This design comes from an exercise in tuning for small area, a short achievable clock period and few clock cycles on the open sky130 flow, not from production work.
Where RTL was checked, it was by simulation tests only, not by an equivalence proof against the original.

wip/willow:
==> flow/design.v (excerpt) <==
module SQRT(
	RST,
	CLK,
	IN_VALID,
	IN,
	OUT_VALID,
	OUT
);
input CLK;
input RST;
input [15:0] IN;
input IN_VALID;
output [11:0] OUT;
output OUT_VALID;
reg [3:0] cnt;       
reg ovalid;
reg [13:0] r;        
reg [11:0] q;        
reg [11:0] x;         
assign OUT_VALID = ovalid;
assign OUT = q;
wire busy  = |cnt;
wire start = IN_VALID & ~busy;
wire last  = (cnt == 4'd11);
function [4:0] sqrt_first;
	input [3:0] v;
	reg [1:0] qq;
	reg [2:0] rr;
	reg [4:0] w;
	integer i;
	begin
		qq = 2'd0;
		rr = 3'd0;
		for (i = 1; i >= 0; i = i - 1) begin
			w = {rr, v[2*i+1], v[2*i]};
			if (w >= {1'b0, qq, 2'b01}) begin
				rr = w - {1'b0, qq, 2'b01};
				qq = {qq, 1'b1};
			end else begin
				rr = w[2:0];
				qq = {qq, 1'b0};
			end
		end
		sqrt_first = {qq, rr};
	end
endfunction
wire [4:0] first = sqrt_first(IN[15:12]);
wire        pos = ~r[13];
wire [15:0] a   = {r, x[11:10]};
wire [15:0] op  = {{2{pos}}, q ^ {12{pos}}, 2'b11};
wire [15:0] sum = a + op;
wire        nb  = ~sum[15];
wire [11:0] qinc = q + 12'd1;
always @(posedge CLK or posedge RST) begin
	if (RST) begin
		cnt <= 4'd0;
		ovalid <= 1'b0;
	end else begin
		cnt <= start ? 4'd1 : (last ? 4'd0 : cnt + {3'd0, busy});
		ovalid <= last;
	end
end
always @(posedge CLK) begin
	if (start) begin
		r <= {11'd0, first[2:0]};
		q <= {10'd0, first[4:3]};
		x <= IN[11:0];
	end else begin
		r <= sum[13:0];
		q <= last ? (nb ? qinc : q) : {q[10:0], nb};
		x <= {x[9:0], 2'b00};
	end
end
endmodule
Size in the first run: ~300 cells after synthesis, about 0.0025 mm^2 of cells after synthesis.
clock: 5.0 ns
lec_check: 0
cap_margin: 20
core_margin: 2
core_utilization: 40
cts_buf_list: sky130_fd_sc_hd__clkbuf_16
cts_cluster_diameter: 300
cts_cluster_size: 60
setup_slack_margin: 2.3
slew_margin: 20
standard.sh (not shown) runs the stock make flow with config.mk's settings and CLKGATE_MAP_FILE= SYNTH_SCRIPT=/design/flow/synth_recipe.tcl, a recipe that flattens the netlist after the stock synthesis.
==> flow/flow/run.sh <==
#!/bin/bash
set -o pipefail
export BUFFER_PORTS_ARGS="-buffer_cell sky130_fd_sc_hd__buf_1"
bash standard.sh > standard.log 2>&1
Testbench counts of wip/willow, summed over its fixed seeds: cycles 48,008.
Inputs modified between wip/willow and wip/harbor:
# wip/willow
export LEC_CHECK = 0
export CAP_MARGIN = 20
export CORE_MARGIN = 2
export CORE_UTILIZATION = 40
export CTS_BUF_LIST = sky130_fd_sc_hd__clkbuf_16
export CTS_CLUSTER_DIAMETER = 300
export CTS_CLUSTER_SIZE = 60
export SETUP_SLACK_MARGIN = 2.3
export SLEW_MARGIN = 20
create_clock -name core_clock -period 5.0 [get_ports {CLK}]
# wip/harbor
export LEC_CHECK = 0
export CAP_MARGIN = 20
export CORE_MARGIN = 2
export CORE_UTILIZATION = 40
export SETUP_SLACK_MARGIN = 2.3
export SLEW_MARGIN = 20
create_clock -name core_clock -period 5.0 [get_ports {CLK}]
==> flow/flow/run.sh <==
#!/bin/bash
set -euo pipefail
export BUFFER_PORTS_ARGS="-buffer_cell sky130_fd_sc_hd__buf_1"

bash standard.sh synth > standard_synth.log 2>&1

R=orfs/results/$FLOW_PLATFORM/SQRT/base
LIB=$FLOW_HOME/platforms/$FLOW_PLATFORM/lib/sky130_fd_sc_hd__tt_025C_1v80.lib
YOSYS=$(command -v yosys || echo $FLOW_HOME/../tools/install/yosys/bin/yosys)
cp $R/1_2_yosys.v standard_1_2_yosys.v

# sequential and tie cells stay as they are; everything else is re-mapped
SEQ=$(grep -o 'cell *( *"\?sky130_fd_sc_hd__[a-z0-9_]*' $LIB | grep -o 'sky130_fd_sc_hd__[a-z0-9_]*' \
      | grep -E '__(df|edf|sdf|sedf|dlx|dlr|dlclkp|sdlclkp|conb)' | tr '\n' ' ')
DU=$(grep -o 'sky130_fd_sc_hd__\(lpflow\|probe\)[a-z0-9_]*' $LIB | sort -u | sed 's/^/-dont_use /' | tr '\n' ' ')
cat > remap.ys <<EOT
read_liberty -ignore_miss_func $LIB
blackbox $SEQ
read_verilog standard_1_2_yosys.v
hierarchy -top $FLOW_TOP
flatten
opt_clean
stat
abc -liberty $LIB -script flow/remap.abc $DU
hilomap -singleton -hicell sky130_fd_sc_hd__conb_1 HI -locell sky130_fd_sc_hd__conb_1 LO
insbuf -buf sky130_fd_sc_hd__buf_4 A X
opt_clean -purge
stat -liberty $LIB
write_verilog -noattr -nohex -nodec remapped.v
EOT
$YOSYS -l remap.log remap.ys > /dev/null 2>&1
cp remapped.v $R/1_2_yosys.v

bash standard.sh > standard.log 2>&1
==> flow/flow/remap.abc (new file) <==
strash; dch; map -a; topo; stime -c
Notes after the runs:
As far as total DRC errors in the routed layout goes, wip/harbor and wip/willow are indistinguishable; the numbers are identical.
In the flow results for wip/willow and wip/harbor, the share of final-layout standard cells stronger than drive strength 1 is smaller on wip/willow.
Total number of nets in the final design, wip/willow and wip/harbor, higher one = wip/harbor.
wip/harbor | status: complete | timing, DRC, antenna: pass
### wip/harbor -> wip/nickel
--- a/flow/flow/run.sh
+++ b/flow/flow/run.sh
@@ -21,2 +21,3 @@
 flatten
+rename -hide w:*.*
 opt_clean
@@ -24,5 +25,6 @@
 abc -liberty $LIB -script flow/remap.abc $DU
+splitnets
+opt_clean -purge
 hilomap -singleton -hicell sky130_fd_sc_hd__conb_1 HI -locell sky130_fd_sc_hd__conb_1 LO
 insbuf -buf sky130_fd_sc_hd__buf_4 A X
-opt_clean -purge
 stat -liberty $LIB
==> flow/flow/remap.abc <==
strash; dch; map -D 1600; topo; stime -c; buffer -c; upsize -c; dnsize -c; stime -c
Notes after the runs:
wip/nickel: flow completed, timing, DRC and antenna clean. Diff wip/harbor -> wip/nickel: width of the die lower; highest cell delay on the worst timing path higher; utilization higher.
Input changes introduced in wip/yarrow (baseline for comparison: wip/nickel):
# wip/nickel
export LEC_CHECK = 0
export CAP_MARGIN = 20
export CORE_MARGIN = 2
export CORE_UTILIZATION = 40
export SETUP_SLACK_MARGIN = 2.3
export SLEW_MARGIN = 20
create_clock -name core_clock -period 5.0 [get_ports {CLK}]
# wip/yarrow
export LEC_CHECK = 0
export CAP_MARGIN = 20
export CORE_MARGIN = 2
export CORE_UTILIZATION = 50
export SETUP_SLACK_MARGIN = 2.3
export SLEW_MARGIN = 20
create_clock -name core_clock -period 5.0 [get_ports {CLK}]
### Flow results
wip/yarrow gives less global-route wire length before repair than wip/nickel did.
For the synthesis-to-finish area growth, wip/yarrow came in 1.2 points lower than wip/nickel did.
The final worst slack reported for wip/yarrow is smaller than that of wip/nickel by 0.035 ns.
Sort wip/yarrow and wip/nickel by cell count, ascending, and wip/yarrow comes first.

========
== ember ==
Another version of the RTL of SQRT (not shown whole).
For scale: about 3500 um2 of cells after synthesis.
==> flow/config.mk <==
export PLATFORM = sky130hd
export DESIGN_NAME = SQRT
export DESIGN_NICKNAME = SQRT
export VERILOG_FILES = /design/flow/design.v
export SDC_FILE = /design/flow/constraint.sdc
export NUM_CORES = 4
export LEC_CHECK = 0
export CAP_MARGIN = 20
export CORE_MARGIN = 2
export CORE_UTILIZATION = 40
export GPL_TIMING_DRIVEN = 0
export SETUP_SLACK_MARGIN = 2.0
export SLEW_MARGIN = 20
==> flow/constraint.sdc <==
create_clock -name core_clock -period 5.0 [get_ports {CLK}]
set_input_delay 1.0000 -clock core_clock [delete_from_list [all_inputs] [get_ports {CLK}]]
set_output_delay 1.0000 -clock core_clock [all_outputs]
set_load 0.01 [all_outputs]
==> flow/flow/run.sh <==
#!/bin/bash
set -euo pipefail
export BUFFER_PORTS_ARGS="-buffer_cell sky130_fd_sc_hd__buf_1"

bash standard.sh synth > standard_synth.log 2>&1

R=orfs/results/$FLOW_PLATFORM/SQRT/base
LIB=$FLOW_HOME/platforms/$FLOW_PLATFORM/lib/sky130_fd_sc_hd__tt_025C_1v80.lib
YOSYS=$(command -v yosys || echo $FLOW_HOME/../tools/install/yosys/bin/yosys)
cp $R/1_2_yosys.v standard_1_2_yosys.v

# sequential and tie cells stay as they are; everything else is re-mapped
SEQ=$(grep -o 'cell *( *"\?sky130_fd_sc_hd__[a-z0-9_]*' $LIB | grep -o 'sky130_fd_sc_hd__[a-z0-9_]*' \
      | grep -E '__(df|edf|sdf|sedf|dlx|dlr|dlclkp|sdlclkp|conb)' | tr '\n' ' ')
DU=$(grep -o 'sky130_fd_sc_hd__\(lpflow\|probe\)[a-z0-9_]*' $LIB | sort -u | sed 's/^/-dont_use /' | tr '\n' ' ')
cat > remap.ys <<EOT
read_liberty -ignore_miss_func $LIB
blackbox $SEQ
read_verilog standard_1_2_yosys.v
hierarchy -top $FLOW_TOP
flatten
rename -hide w:*.*
opt_clean
stat
abc -liberty $LIB -script flow/remap.abc $DU
splitnets
opt_clean -purge
hilomap -singleton -hicell sky130_fd_sc_hd__conb_1 HI -locell sky130_fd_sc_hd__conb_1 LO
insbuf -buf sky130_fd_sc_hd__buf_4 A X
stat -liberty $LIB
write_verilog -noattr -nohex -nodec remapped.v
EOT
$YOSYS -l remap.log remap.ys > /dev/null 2>&1
cp remapped.v $R/1_2_yosys.v

bash standard.sh > standard.log 2>&1
==> flow/flow/remap.abc <==
strash; dch; map -D 1800; topo; stime -c; buffer -c; upsize -c; dnsize -c; stime -c
Testbench counts of ember, summed over its fixed seeds: cycles 24,008.
> inputs changed (ember -> maple)
# ember
export LEC_CHECK = 0
export CAP_MARGIN = 20
export CORE_MARGIN = 2
export CORE_UTILIZATION = 40
export GPL_TIMING_DRIVEN = 0
export SETUP_SLACK_MARGIN = 2.0
export SLEW_MARGIN = 20
create_clock -name core_clock -period 5.0 [get_ports {CLK}]
# maple
export LEC_CHECK = 0
export CAP_MARGIN = 20
export CORE_MARGIN = 2
export CORE_UTILIZATION = 40
export SETUP_SLACK_MARGIN = 2.3
export SLEW_MARGIN = 20
create_clock -name core_clock -period 5.0 [get_ports {CLK}]
==> run summary <==
Going from ember to maple, net count reported at finish grew by a few percent.
In maple relative to ember, cell area had gone up by a little under 10%.
Layout-stage area growth over the synthesis result in maple vs ember: up 11 points
Setup slack, maple and ember: smaller value in ember
The following lists how lagoon was set up differently from maple:
# maple
export LEC_CHECK = 0
export CAP_MARGIN = 20
export CORE_MARGIN = 2
export CORE_UTILIZATION = 40
export SETUP_SLACK_MARGIN = 2.3
export SLEW_MARGIN = 20
create_clock -name core_clock -period 5.0 [get_ports {CLK}]
# lagoon
export LEC_CHECK = 0
export CAP_MARGIN = 20
export CORE_MARGIN = 2
export CORE_UTILIZATION = 40
export SETUP_SLACK_MARGIN = 2.1
export SLEW_MARGIN = 20
create_clock -name core_clock -period 5.0 [get_ports {CLK}]
## What came out
- Per the comparison of lagoon with maple, area growth from synthesis to layout fell 10 points, area used by multi-input combinational logic lost 150 um2, post-cts hold buffer count comparable.
- Delta (lagoon minus maple): post-layout instance area now sits lower, maximum frequency shrank by 4.1%, global-route wire length before repair down 1.6%.

========
Setup of v32:
The RTL this note starts from:
==> flow/design.v <==
module SQRT(
	RST,
	CLK,
	IN_VALID,
	IN,
	OUT_VALID,
	OUT
);
input CLK;
input RST;
input [15:0] IN;
input IN_VALID;
output [11:0] OUT;
output OUT_VALID;
reg [3:0] cnt;       
reg ovalid;
reg [13:0] r;        
reg [11:0] q;        
reg [7:0] x;         
assign OUT_VALID = ovalid;
assign OUT = q;
wire busy  = |cnt;
wire start = IN_VALID & ~busy;
wire last  = (cnt == 4'd9);
function [8:0] sqrt8;
	input [7:0] v;
	reg [3:0] qq;
	reg [4:0] rr;
	reg [6:0] w;
	integer i;
	begin
		qq = 4'd0;
		rr = 5'd0;
		for (i = 3; i >= 0; i = i - 1) begin
			w = {rr, v[2*i+1], v[2*i]};
			if (w >= {1'b0, qq, 2'b01}) begin
				rr = w - {1'b0, qq, 2'b01};
				qq = {qq[2:0], 1'b1};
			end else begin
				rr = w[4:0];
				qq = {qq[2:0], 1'b0};
			end
		end
		sqrt8 = {qq, rr};
	end
endfunction
wire [8:0] first = sqrt8(IN[15:8]);
wire        pos = ~r[13];
wire [15:0] a   = {r, x[7:6]};
wire [15:0] op  = {{2{pos}}, q ^ {12{pos}}, 2'b11};
wire [15:0] sum = a + op;
wire        bit_ = ~sum[15];
always @(posedge CLK or posedge RST) begin
	if (RST) begin
		cnt <= 4'd0;
		ovalid <= 1'b0;
	end else begin
		cnt <= start ? 4'd1 : (last ? 4'd0 : cnt + {3'd0, busy});
		ovalid <= last;
	end
end
always @(posedge CLK) begin
	if (start) begin
		r <= {9'd0, first[4:0]};
		q <= {8'd0, first[8:5]};
		x <= IN[7:0];
	end else begin
		r <= sum[13:0];
		q <= last ? q + {11'd0, bit_} : {q[10:0], bit_};
		x <= {x[5:0], 2'b00};
	end
end
endmodule
==> flow/config.mk <==
export PLATFORM = sky130hd
export DESIGN_NAME = SQRT
export DESIGN_NICKNAME = SQRT
export VERILOG_FILES = /design/flow/design.v
export SDC_FILE = /design/flow/constraint.sdc
export NUM_CORES = 4
export LEC_CHECK = 0
export CAP_MARGIN = 20
export CORE_MARGIN = 2
export CORE_UTILIZATION = 40
export SETUP_SLACK_MARGIN = 3.2
export SLEW_MARGIN = 20
==> flow/constraint.sdc <==
create_clock -name core_clock -period 5.0 [get_ports {CLK}]
set_input_delay 1.0000 -clock core_clock [delete_from_list [all_inputs] [get_ports {CLK}]]
set_output_delay 1.0000 -clock core_clock [all_outputs]
set_load 0.01 [all_outputs]
run.sh (not shown) runs the stock make flow with config.mk's settings and CLKGATE_MAP_FILE= SYNTH_SCRIPT=/design/flow/synth_recipe.tcl, a recipe that flattens the netlist after the stock synthesis.
Stock flow here: none of the scripts above is used.
v32: flow completed, timing, DRC and antenna clean
Input-level comparison between v26 and v32:
- swapping 3.2 for 2.5 in SETUP_SLACK_MARGIN
Notes after the runs:
NOTE final cell count v32->v26 decreased by a little under 10%
For the portion of the clock cycle consumed by the worst path in the final layout, v26 came in 0.49 points lower than v32 did.
Going from v32 to v26, maximum frequency went up by 0.62%; wire length on met1 went down by about 9%; critical path depth went up by 4.8%.
v26 has proportion of cell area occupied by multi-input gates above what v32 had.
v32 → v26: setup slack went up by 0.025 ns; basic-gate share of the synthesized area counting and, or, nand and nor cells held.
--- input diff v26..v9 ---
- a deleted SETUP_SLACK_MARGIN that had been 2.5
Results
- When v9 is measured against v26, its logic depth of the worst setup path including buffers turns out 2 lower.
- Relative to v26, post-CTS setup repair buffer count has gone down in v9.
- Library cell contributing the largest single delay on the critical path: sky130_fd_sc_hd__clkdlybuf4s50_1 -> v9, sky130_fd_sc_hd__or4_4 -> v26
- Summary: first-pass GRT wire length, v9 better than v26
- In the tables for v26 and v9, sequential share of layout area reads lower with v26.
- Higher stage delay of the slowest cell on the critical path was reported by v9, not v26.
- Compared to v26, the routing of v9 uses less wire.
Function was not checked in any run of this note: the RTL went through the layout flow alone.

-- what the ideal ports hide --
No port has a modelled driver above. Below, the same layouts with a new extraction and two added sets of constraints.
Step 1 sets driving cells, clkbuf_16 on the clock port and buf_2 on the other inputs (assumed; they add their load-dependent delay and slew).
Step 2 also shifts input and output timing later by t, the mid clock arrival at the registers, as if the neighbouring blocks saw the same clock.
Three values: no drivers, after step 1, after step 2; two values: the first two.
run	shift t [ns]	setup slack, ns	worst setup path after step 2	worst slew at a driven data input, ns
wip/willow	0.317	2.525 / 2.525 / 2.525	register to register	0.03
wip/harbor	0.323	2.305 / 2.305 / 2.305	register to register	0.03
wip/nickel	0.327	2.618 / 2.618 / 2.318	input to register	0.03
wip/yarrow	0.320	2.583 / 2.583 / 2.488	input to register	0.03
ember	0.318	2.175 / 2.175 / 1.915	input to register	0.03
maple	0.319	2.383 / 2.383 / 2.099	input to register	0.04
lagoon	0.316	2.272 / 2.279 / 1.964	input to register	0.03
v32	0.317	0.959 / 0.906 / 0.590	input to register	0.08
v26	0.320	0.984 / 0.949 / 0.629	input to register	0.06
v9	0.318	0.388 / 0.395 / 0.078	input to register	0.03
After both steps every run listed still meets setup and hold. For v32, which loses most, drivers alone change the setup slack by -0.053 ns; drivers and shift together by -0.369 ns.
